From an optimization exercise on the open Yosys and OpenROAD flow, aimed at small area and a short achievable clock period; shortcuts taken in it are not production practice.
In this exercise RTL edits were held to simulation tests only and were not proved equivalent to the original.

run a:
// fpga_top
module fpga_top (clk, rstn, addr, we, dx, dw, dt, out);
  input clk;
  input we;
  input [255:0] dx;
  input [255:0] dw;
  input [15:0] dt;
  input [2:0] addr;
  input rstn;
  output out;
  wire [255:0] mm = dx ^ dw;
  wire s1, c2;
  wire s3, c4;
  wire s5, c6;
  wire s7, c8;
  wire s9, c10;
  wire s11, c12;
  wire s13, c14;
  wire s15, c16;
  wire s17, c18;
  wire s19, c20;
  wire s21, c22;
  wire s23, c24;
  wire s25, c26;
  wire s27, c28;
  wire s29, c30;
  wire s31, c32;
  wire s33, c34;
  wire s35, c36;
  wire s37, c38;
  wire s39, c40;
  wire s41, c42;
  wire s43, c44;
  wire s45, c46;
  wire s47, c48;
  wire s49, c50;
  wire s51, c52;
  wire s53, c54;
  wire s55, c56;
  wire s57, c58;
  wire s59, c60;
  wire s61, c62;
  wire s63, c64;
  wire s65, c66;
  wire s67, c68;
  wire s69, c70;
  wire s71, c72;
  wire s73, c74;
  wire s75, c76;
  wire s77, c78;
  wire s79, c80;
  wire s81, c82;
  wire s83, c84;
  wire s85, c86;
  wire s87, c88;
  wire s89, c90;
  wire s91, c92;
  wire s93, c94;
  wire s95, c96;
  wire s97, c98;
  wire s99, c100;
  wire s101, c102;
  wire s103, c104;
  wire s105, c106;
  wire s107, c108;
  wire s109, c110;
  wire s111, c112;
  wire s113, c114;
  wire s115, c116;
  wire s117, c118;
  wire s119, c120;
  wire s121, c122;
  wire s123, c124;
  wire s125, c126;
  wire s127, c128;
  wire s129, c130;
  wire s131, c132;
  wire s133, c134;
  wire s135, c136;
  wire s137, c138;
  wire s139, c140;
  wire s141, c142;
  wire s143, c144;
  wire s145, c146;
  wire s147, c148;
  wire s149, c150;
  wire s151, c152;
  wire s153, c154;
  wire s155, c156;
  wire s157, c158;
  wire s159, c160;
  wire s161, c162;
  wire s163, c164;
  wire s165, c166;
  wire s167, c168;
  wire s169, c170;
  wire s171, c172;
  wire s173, c174;
  ...
==> flow/config.mk <==
export PLATFORM = sky130hd
export DESIGN_NAME = fpga_top
export DESIGN_NICKNAME = fpga_top
export VERILOG_FILES = /design/flow/design.v
export SDC_FILE = /design/flow/constraint.sdc
export NUM_CORES = 4
export LEC_CHECK = 0
export CAP_MARGIN = 20
export CORE_MARGIN = 2
export CORE_UTILIZATION = 40
export SLEW_MARGIN = 20
==> flow/constraint.sdc <==
create_clock -name core_clock -period 10.0 [get_ports {clk}]
set_input_delay 2.0000 -clock core_clock [delete_from_list [all_inputs] [get_ports {clk}]]
set_output_delay 2.0000 -clock core_clock [all_outputs]
set_load 0.01 [all_outputs]
standard.sh (not shown) runs the stock make flow with config.mk's settings and CLKGATE_MAP_FILE= SYNTH_SCRIPT=/design/flow/synth_recipe.tcl, a recipe that flattens the netlist after the stock synthesis.
==> flow/flow/run.sh <==
#!/bin/bash
# The standard layout with three changes:
#  1. after the standard synthesis, invpush.py flips full adders (and xor/xnor
#     gates) to remove most inverters between them (same function, same registers);
#  2. the port buffers are sky130_fd_sc_hd__buf_1;
#  3. timing repair aims at a shorter period (SETUP_SLACK_MARGIN);
#  4. clock tree of clkbuf_8 without dummy loads.
set -euo pipefail
MARGIN=${MARGIN:-7}
bash standard.sh synth > flow_synth.log 2>&1
R=orfs/results/sky130hd/fpga_top/base
cp $R/1_2_yosys.v $R/1_2_yosys.standard.v
python3 flow/invpush.py $R/1_2_yosys.standard.v $R/1_2_yosys.v > flow_invpush.log 2>&1
rm -f $R/1_synth.odb $R/1_synth.sdc
bash standard.sh "BUFFER_PORTS_ARGS=-buffer_cell sky130_fd_sc_hd__buf_1" SETUP_SLACK_MARGIN=$MARGIN "CTS_ARGS=-sink_clustering_enable -repair_clock_nets -dont_use_dummy_load -buf_list sky130_fd_sc_hd__clkbuf_8 -sink_clustering_size 18 -sink_clustering_max_diameter 70" finish > flow_layout.log 2>&1
Other scripts of this flow, unchanged in this note and not shown: flow/flow/invpush.py
Every stage of the flow completed for run a, and the final layout passed the timing, design-rule and antenna checks.
Here is what was changed in the inputs of run b compared with run a.
-- flow/flow/run.sh --
<<< run a, line 14
rm -f $R/1_synth.odb $R/1_synth.sdc
bash standard.sh "BUFFER_PORTS_ARGS=-buffer_cell sky130_fd_sc_hd__buf_1" SETUP_SLACK_MARGIN=$MARGIN "CTS_ARGS=-sink_clustering_enable -repair_clock_nets -dont_use_dummy_load -buf_list sky130_fd_sc_hd__clkbuf_8 -sink_clustering_size 18 -sink_clustering_max_diameter 70" finish > flow_layout.log 2>&1
>>> run b, line 14
rm -f $R/1_synth.odb $R/1_synth.sdc
bash standard.sh "BUFFER_PORTS_ARGS=-buffer_cell sky130_fd_sc_hd__buf_1" SETUP_SLACK_MARGIN=$MARGIN "CTS_ARGS=-sink_clustering_enable -repair_clock_nets -dont_use_dummy_load -buf_list sky130_fd_sc_hd__clkbuf_8 -sink_clustering_size 14 -sink_clustering_max_diameter 60" finish > flow_layout.log 2>&1
### Flow results
- No stage failed in run b, and the final checks on the layout all came back clean.
- Run b vs run a: first-iteration DRC count up by a little under 10%
- The number of buffers added by the clock tree synthesis step of run b is higher than that of run a.
- Between run a and run b, the difference in met3 capacity usage during global routing is negligible.

[port drivers added, routing unchanged]
The flow's constraints put no driver on any port. The routed layouts listed below were extracted and timed again, unchanged, in two steps. Step 1 (the two cells are an assumption about what drives the block):
set clk [get_ports {clk}]
set_driving_cell -lib_cell sky130_fd_sc_hd__clkbuf_16 $clk
set_driving_cell -lib_cell sky130_fd_sc_hd__buf_2 [delete_from_list [all_inputs] $clk]
Step 2 adds t to the input delays and takes it off the output delays; t is the mean of the earliest and latest rising clock arrival at the registers after step 1. Input paths then give back, and output paths get back, about the clock's delay inside the block. Three values: no drivers, after step 1, after step 2; two values: the first two.
| run | t, ns | setup WS [ns] | worst hold slack (ns) | clock arrival spread, ns |
|---|---|---|---|---|
| run a | 0.668 | 6.916 / 6.873 / 6.388 | 0.364 / 0.364 / 0.364 | 0.068 / 0.068 |
| run b | 0.629 | 6.865 / 6.882 / 6.253 | 0.388 / 0.388 / 0.388 | 0.107 / 0.107 |
After both steps setup and hold are still met in every run listed. The setup slack of run b, which loses most, moves by +0.017 ns with the drivers and by -0.612 ns with both steps.
